This is an optimization exercise on Yosys and OpenROAD, whose aim is small area and a short achievable clock period, not a production implementation. At most, simulation tests tie the RTL to the original design; equivalence was not proved.

== v32 ==
## fixed_point_alu
module fixed_point_alu (
    input clk,
    input rst,
    input [1:0] op,
    input signed [15:0] a,
    input signed [15:0] b,
    output signed [23:0] out,
    output overflow
);
Size in the first run: about 50 flip-flops, ~24000 um^2 of cells after synthesis.
export LEC_CHECK = 0
export ABC_AREA = 1
export CAP_MARGIN = 20
export CORE_MARGIN = 2
export CORE_UTILIZATION = 50
export SLEW_MARGIN = 20
create_clock -name core_clock -period 60.0 [get_ports {clk}]
standard.sh (not shown) runs the stock make flow with config.mk's settings and CLKGATE_MAP_FILE= SYNTH_SCRIPT=/design/flow/synth_recipe.tcl, a recipe that flattens the netlist after the stock synthesis.
==> flow/flow/run.sh <==
#!/bin/bash
# The standard layout (standard.sh), with timing repair asked for more setup
# slack than the clock needs, so that it sizes up the critical paths.
export SETUP_SLACK_MARGIN=32
export BUFFER_PORTS_ARGS="-buffer_cell sky130_fd_sc_hd__buf_2"
bash standard.sh > standard.log 2>&1
v32 went all the way through the flow, and no timing, DRC or antenna check failed.
Edits applied to the flow inputs when going from v32 to v59:
==> flow/flow/run.sh <==
#!/bin/bash
# The standard layout (standard.sh), with timing repair asked for more setup
# slack than the clock needs, so that it sizes up the critical paths.
export SETUP_SLACK_MARGIN=0
export BUFFER_PORTS_ARGS="-buffer_cell sky130_fd_sc_hd__buf_2"
export REMOVE_ABC_BUFFERS=1
bash standard.sh > standard.log 2>&1
diff --git a/flow/config.mk b/flow/config.mk
--- a/flow/config.mk
+++ b/flow/config.mk
@@ -9,4 +9,4 @@
 export CAP_MARGIN = 20
 export CORE_MARGIN = 2
-export CORE_UTILIZATION = 50
+export CORE_UTILIZATION = 40
 export SLEW_MARGIN = 20
### Flow results
- A slowest stage cell on the critical path of dfxtp_1 is what v59 shows, while dfxtp_2 belongs to v32.
- Looking at final design area excluding fillers across v32 and v59, the one that comes out higher is v32.
- Summary: with v32 as the reference, aggregate routed wire length in v59 moved down slightly.
- Maximum achievable frequency shrinks by a little under 10% when moving from v32 to v59.
- Diff v32 -> v59: setup slack after layout moved down.
For v17, these inputs were changed with respect to v59:
==> flow/flow/run.sh <==
#!/bin/bash
# The standard layout (standard.sh), with timing repair asked for more setup
# slack than the clock needs, so that it sizes up the critical paths.
export SETUP_SLACK_MARGIN=33
export BUFFER_PORTS_ARGS="-buffer_cell sky130_fd_sc_hd__buf_2"
export SETUP_MOVE_SEQUENCE=unbuffer,sizeup,swap
bash standard.sh > standard.log 2>&1
Taking v59 as the reference point, the area of the multi-input gates of v17 rises by 16%.
Diff v59 -> v17: post-placement cell area closely matched the old numbers, met1 capacity usage during global routing fell 1.3 points, first-iteration DRC count decreased by about 17% relative to the old numbers, via density per instance now sits higher.
v17 vs. v59: time the final worst path needs with I/O delays and setup has decreased, total wire length after detailed routing has decreased.
The cell at the slowest stage of the critical path comes out nand3_4 in one run and dfxtp_1 in the other, namely in v17 and v59 respectively.
diff inputs: v17 => v52
==> flow/flow/run.sh <==
#!/bin/bash
# The standard layout (standard.sh), with timing repair asked for more setup
# slack than the clock needs, so that it sizes up the critical paths.
export SETUP_SLACK_MARGIN=31
export BUFFER_PORTS_ARGS="-buffer_cell sky130_fd_sc_hd__buf_2"
bash standard.sh > standard.log 2>&1
On hold slack, v52 does better than v17.
Looking at fraction of layout cells with a size suffix above 1 across v52 and v17, the one that comes out higher is v17.
| global-route usage | v52 vs v17 | ≈ equal |
As far as maximum root-to-sink buffer count is concerned, v52 and v17 perform about the same.
### v52 -> v53
==> flow/flow/run.sh <==
#!/bin/bash
# The standard layout (standard.sh), with timing repair asked for more setup
# slack than the clock needs, so that it sizes up the critical paths.
export SETUP_SLACK_MARGIN=0
export BUFFER_PORTS_ARGS="-buffer_cell sky130_fd_sc_hd__buf_2"
bash standard.sh > standard.log 2>&1
### Flow results
- Looking at timing endpoint of the critical path, the remh_r[4] result is from v52; the out[15] one comes from v53.
- v53 vs. v52: number of cells on the critical path now sits lower, total wirelength of the detailed-routed design now sits lower, required time at the worst-slack endpoint now sits lower, design area now sits lower, signal arrival time at the worst endpoint now sits lower.
- Between v52 and v53, the flow reports peak clock frequency supported by timing decreasing by a few percent.
- Synthesized cell count delta (v52 -> v53): insignificant
Here is what was changed in the inputs of v48 compared with v53.
==> flow/flow/run.sh <==
#!/bin/bash
# The standard layout (standard.sh), with timing repair asked for more setup
# slack than the clock needs, so that it sizes up the critical paths.
export SETUP_SLACK_MARGIN=32
export BUFFER_PORTS_ARGS="-buffer_cell sky130_fd_sc_hd__buf_2"
bash standard.sh > standard.log 2>&1
diff --git a/flow/config.mk b/flow/config.mk
--- a/flow/config.mk
+++ b/flow/config.mk
@@ -10,3 +10,4 @@
 export CORE_MARGIN = 2
 export CORE_UTILIZATION = 40
+export PLACE_DENSITY = 0.75
 export SLEW_MARGIN = 20
### Flow results
Relative to v53, post-layout utilization of the core increased by 1.9 points in v48.
Per the comparison of v48 with v53, total length of routed wires has decreased; critical path depth has increased; total of cells resized after clock tree synthesis has increased.
Taking v53 as the reference, in v48 non-clock buffer count rose 64%, part of the cycle the worst path needs decreased by 3.4 points relative to the old numbers, fraction of final layout cells sized beyond drive strength 1 rose 3.1 points.

---

Another version of the RTL of fixed_point_alu (not shown whole).
Size: roughly 4,400 cells after synthesis, ~48 flip-flops, about 24,000 um^2 of cells after synthesis.
clock: 60.0 ns
lec_check: 0
abc_area: 1
cap_margin: 20
core_margin: 2
core_utilization: 40
slew_margin: 20
==> flow/flow/run.sh <==
#!/bin/bash
# The standard layout (standard.sh), with timing repair asked for more setup
# slack than the clock needs, so that it sizes up the critical paths.
export SETUP_SLACK_MARGIN=0
export BUFFER_PORTS_ARGS="-buffer_cell sky130_fd_sc_hd__buf_2"
bash standard.sh > standard.log 2>&1
==> next run, changes <==
==> flow/flow/run.sh (replaced) <==
#!/bin/bash
# The standard layout (standard.sh), with timing repair asked for more setup
# slack than the clock needs, so that it sizes up the critical paths.
export SETUP_SLACK_MARGIN=30
export BUFFER_PORTS_ARGS="-buffer_cell sky130_fd_sc_hd__buf_2"
bash standard.sh > standard.log 2>&1
Global-route usage barely changes.
Core utilization is higher by 0.60 points.
Critical path depth is higher by 17.
Die area stays the same.
Area after synthesis does not change.
Count of clock-buffer cells in the layout stays the same.
Non-clock buffer count is higher by 3.
Via count is higher by 0.72%.
Setup slack is better by 2.1 ns.
No run of this note included a check of the RTL's function; only the layout flow was run.

---

RTL: one of the versions met above, not the one the previous note started from.
For scale: ~4,100 cells after synthesis, ~50 flip-flops, roughly 61 I/O pins.
export LEC_CHECK = 0
export ABC_AREA = 1
export CAP_MARGIN = 20
export CORE_MARGIN = 2
export CORE_UTILIZATION = 55
export SLEW_MARGIN = 20
create_clock -name core_clock -period 60.0 [get_ports {clk}]
==> flow/flow/run.sh <==
#!/bin/bash
# The standard layout (standard.sh), with timing repair asked for more setup
# slack than the clock needs, so that it sizes up the critical paths.
export SETUP_SLACK_MARGIN=0
export BUFFER_PORTS_ARGS="-buffer_cell sky130_fd_sc_hd__buf_2"
bash standard.sh > standard.log 2>&1
==> next run, changes <==
--- a/flow/flow/run.sh
+++ b/flow/flow/run.sh
@@ -3,3 +3,3 @@
 # slack than the clock needs, so that it sizes up the critical paths.
-export SETUP_SLACK_MARGIN=0
+export SETUP_SLACK_MARGIN=32
 export BUFFER_PORTS_ARGS="-buffer_cell sky130_fd_sc_hd__buf_2"
Settings changed: CORE_UTILIZATION 55 to 40, GPL_ROUTABILITY_DRIVEN set to 0.
After rerunning: The changed run passed the timing, DRC and antenna checks; via count went down by 2.9%; non-clock buffer count went up by 59; worst hold slack gets better by 0.0055 ns; die area went up by 37%; synthesized cell count stays the same; worst setup slack gets better by 3.2 ns.
==> next run, changes <==
--- a/flow/flow/run.sh
+++ b/flow/flow/run.sh
@@ -3,3 +3,3 @@
 # slack than the clock needs, so that it sizes up the critical paths.
-export SETUP_SLACK_MARGIN=32
+export SETUP_SLACK_MARGIN=34
 export BUFFER_PORTS_ARGS="-buffer_cell sky130_fd_sc_hd__buf_2"
Settings changed: GPL_ROUTABILITY_DRIVEN 0 to unset.
Outcome: Cell count grows by 4.4%. Global-route usage increases by 0.77 points. Non-clock buffer count is higher by 194. Core utilization is higher by 8.2 points. Wire length went up by 12%.
==> next run, changes <==
--- a/flow/flow/run.sh
+++ b/flow/flow/run.sh
@@ -3,3 +3,3 @@
 # slack than the clock needs, so that it sizes up the critical paths.
-export SETUP_SLACK_MARGIN=34
+export SETUP_SLACK_MARGIN=30
 export BUFFER_PORTS_ARGS="-buffer_cell sky130_fd_sc_hd__buf_2"
Sequential cell count does not change.
Hold slack got worse by 0.0087 ns.
Non-clock buffer count is lower by 250.
Sequential share of layout area is higher by 0.88 points.
Setup slack got worse by 2.4 ns.
Count of clock-buffer cells in the layout is unchanged.
Final area is lower by about a fifth.
Die area stays the same.
Via count is lower by a little under a tenth.

---

fixed_point_alu, a different RTL version from the one above (not shown whole).
Size in the first run: about 48 flip-flops, roughly 22,000 um2 of cells after synthesis.
==> flow/design.v (excerpt) <==
module fixed_point_alu (
    input clk,
    input rst,
    input [1:0] op,
    input signed [15:0] a,
    input signed [15:0] b,
    output signed [23:0] out,
    output overflow
);
    wire sub = op[0];
    wire [16:0] bx = {b[15], b} ^ {17{sub}};
    wire [17:0] acy;
    wire [16:0] addsub;
    assign acy[0] = sub;
    genvar ai;
    generate for (ai = 0; ai < 17; ai = ai + 1) begin : asum
        wire xa = (ai == 16) ? a[15] : a[ai];
        assign addsub[ai] = xa ^ bx[ai] ^ acy[ai];
        assign acy[ai+1] = (xa & bx[ai]) | (xa & acy[ai]) | (bx[ai] & acy[ai]);
    end endgenerate
    wire [16:0] bb = {b, 1'b0};
    wire [16:0] ax = {a[15], a};
    wire [17:0] ax2 = {a[15], a, 1'b0};
    wire bone0 = bb[1] ^ bb[0];
    wire btwo0 = (bb[2] & ~bb[1] & ~bb[0]) | (~bb[2] & bb[1] & bb[0]);
    wire bneg0 = bb[2];
    wire [16:0] bpp0 = ({17{bone0}} & ax | {17{btwo0}} & ax2[16:0]) ^ {17{bneg0}};
    wire bone1 = bb[3] ^ bb[2];
    wire btwo1 = (bb[4] & ~bb[3] & ~bb[2]) | (~bb[4] & bb[3] & bb[2]);
    wire bneg1 = bb[4];
    wire [16:0] bpp1 = ({17{bone1}} & ax | {17{btwo1}} & ax2[16:0]) ^ {17{bneg1}};
    wire bone2 = bb[5] ^ bb[4];
    wire btwo2 = (bb[6] & ~bb[5] & ~bb[4]) | (~bb[6] & bb[5] & bb[4]);
    wire bneg2 = bb[6];
    wire [16:0] bpp2 = ({17{bone2}} & ax | {17{btwo2}} & ax2[16:0]) ^ {17{bneg2}};
    wire bone3 = bb[7] ^ bb[6];
    wire btwo3 = (bb[8] & ~bb[7] & ~bb[6]) | (~bb[8] & bb[7] & bb[6]);
    wire bneg3 = bb[8];
  ...
clock: 60.0 ns
lec_check: 0
abc_area: 1
cap_margin: 20
core_margin: 2
core_utilization: 40
slew_margin: 20
==> flow/flow/run.sh <==
#!/bin/bash
# Standard layout, with timing repair asked for more setup slack than the
# clock needs, so that the critical paths get sized up.
export SETUP_SLACK_MARGIN=27
bash standard.sh > standard.log 2>&1
The first run produced a clean layout.
Change:
==> flow/flow/run.sh (replaced) <==
#!/bin/bash
# The standard layout (standard.sh), with timing repair asked for more setup
# slack than the clock needs, so that it sizes up the critical paths.
export SETUP_SLACK_MARGIN=23
export BUFFER_PORTS_ARGS="-buffer_cell sky130_fd_sc_hd__buf_2"
bash standard.sh > standard.log 2>&1
Result: The changed run produced a clean layout. Final area falls by 17%. Via count falls by 7.7%. Die area stays the same. Worst setup slack gets worse by 2.5 ns. Non-clock buffer count falls by 237.
Change:
==> flow/run.sh (new file) <==
#!/bin/bash
# synth_recipe.tcl (not shown) runs the flow's synth.tcl, then flattens the netlist and writes it again
# the make line also repeats each setting of config.mk as NAME=value (left out here)
make -C /OpenROAD-flow-scripts/flow DESIGN_CONFIG=/design/flow/config.mk WORK_HOME=/design/flow/orfs CLKGATE_MAP_FILE= SYNTH_SCRIPT=/design/flow/synth_recipe.tcl finish
removed: flow/flow/run.sh
removed: flow/standard.sh
Outcome:
- global-route usage stays flat
- clock-buffer cell count decreases by 1
- non-clock buffer count went down by 42
- fmax goes down by 13%
Change:
==> flow/flow/run.sh (new file) <==
#!/bin/bash
# Standard layout, with timing repair asked for more setup slack than the
# clock needs, so that the critical paths get sized up.
export SETUP_SLACK_MARGIN=20
bash standard.sh > standard.log 2>&1
==> flow/standard.sh (new file) <==
#!/bin/bash
# synth_recipe.tcl (not shown) runs the flow's synth.tcl, then flattens the netlist and writes it again
# the make line also repeats each setting of config.mk as NAME=value (left out here)
make -C /OpenROAD-flow-scripts/flow DESIGN_CONFIG=/design/flow/config.mk WORK_HOME=/design/flow/orfs CLKGATE_MAP_FILE= SYNTH_SCRIPT=/design/flow/synth_recipe.tcl "${@:-finish}"
removed: flow/run.sh
Non-clock buffer count grows by 7. Via count hardly moves. Maximum frequency grows by 7.4%. Final cell count is about the same. Design area grows by 0.77%. Sequential share of layout area hardly moves. Die area stays the same. First-iteration DRC count grows by 3.4%. Wire length grows by 0.52%.
Change:
==> flow/flow/run.sh (replaced) <==
#!/bin/bash
# Standard layout, with timing repair asked for more setup slack than the
# clock needs, so that the critical paths get sized up.
export SETUP_SLACK_MARGIN=30
bash standard.sh > standard.log 2>&1
Outcome:
- The new run finished with timing, DRC and antenna clean
- cell area increases by 36%
- first-iteration DRC count climbs by 5.9%
- non-clock buffer count rose by 456
- count of clock-buffer cells in the layout goes up by 1
- utilization rises by 16 points
- via count came out higher by 16%
- fmax went up by 16%
- cell count rose by 12%
- synthesized cell count is unchanged
Change:
==> flow/flow/run.sh (replaced) <==
#!/bin/bash
# Standard layout, with timing repair asked for more setup slack than the
# clock needs, so that the critical paths get sized up.
export SETUP_SLACK_MARGIN=25
bash standard.sh > standard.log 2>&1
Outcome: Core utilization fell by 12 points. Count of clock-buffer cells in the layout fell by 1. Sequential cell count does not change. Sequential share of layout area rose by 0.83 points. Global-route usage fell by 3.2 points. Synthesized cell count is unchanged. Design area fell by 20%. Setup slack degrades by 1.3 ns. Die area stays the same. Fmax fell by 3.9%.

re-timing with driven ports:
The flow's constraints put no driver on any port. The routed layouts listed below were extracted and timed again, unchanged, in two steps. Step 1 (the two cells are an assumption about what drives the block):
set clk [get_ports {clk}]
set_driving_cell -lib_cell sky130_fd_sc_hd__clkbuf_16 $clk
set_driving_cell -lib_cell sky130_fd_sc_hd__buf_2 [delete_from_list [all_inputs] $clk]
Step 2 also shifts input and output timing later by t, the mid clock arrival at the registers, as if the neighbouring blocks saw the same clock. Three values: ideal, step 1, step 2; two values: the first two.
run	t (ns)	setup WS [ns]	worst hold slack (ns)	worst data-port slew with drivers (ns)	cell pins on the clock port's net
v32	0.349	33.206 / 33.164 / 33.102	11.760 / 11.738 / 12.087	0.04	1
v59	0.341	30.433 / 30.382 / 30.723	11.640 / 11.607 / 11.948	0.04	1
v17	0.341	33.164 / 33.120 / 33.009	11.681 / 11.660 / 12.001	0.05	1
v52	0.338	32.698 / 32.723 / 32.385	11.686 / 11.665 / 12.003	0.04	1
v53	0.341	31.326 / 31.281 / 31.169	11.682 / 11.661 / 12.002	0.04	1
v48	0.330	33.377 / 33.354 / 33.064	11.920 / 11.903 / 12.233	0.04	1
the first run of note 2	0.342	29.283 / 29.232 / 29.574	11.619 / 11.586 / 11.928	0.04	1
the second run of note 2	0.344	31.415 / 31.364 / 31.536	11.616 / 11.583 / 11.927	0.04	1
the first run of note 3	0.349	30.212 / 30.164 / 30.200	11.827 / 11.799 / 12.148	0.03	1
the second run of note 3	0.335	33.392 / 33.415 / 33.080	11.833 / 11.806 / 12.141	0.04	1
the third run of note 3	0.336	34.162 / 34.120 / 33.881	11.687 / 11.667 / 12.003	0.07	1
the fourth run of note 3	0.341	31.721 / 31.745 / 31.405	11.678 / 11.657 / 11.998	0.04	1
the first run of note 4	0.350	27.476 / 27.431 / 27.781	11.916 / 11.891 / 12.242	0.05	1
the second run of note 4	0.325	24.941 / 24.899 / 24.983	11.844 / 11.820 / 12.145	0.05	1
the third run of note 4	0.329	19.781 / 19.741 / 20.070	12.241 / 12.222 / 12.550	0.04	1
the fourth run of note 4	0.330	22.558 / 22.518 / 22.686	12.229 / 12.209 / 12.538	0.04	1
the fifth run of note 4	0.330	27.617 / 27.573 / 27.903	12.034 / 12.022 / 12.352	0.20	1
the sixth run of note 4	0.331	26.315 / 26.272 / 26.363	12.216 / 12.192 / 12.523	0.05	1
After both steps setup and hold are still met in every run listed. The setup slack of the fourth run of note 3, which loses most, moves by +0.024 ns with the drivers and by -0.316 ns with both steps.
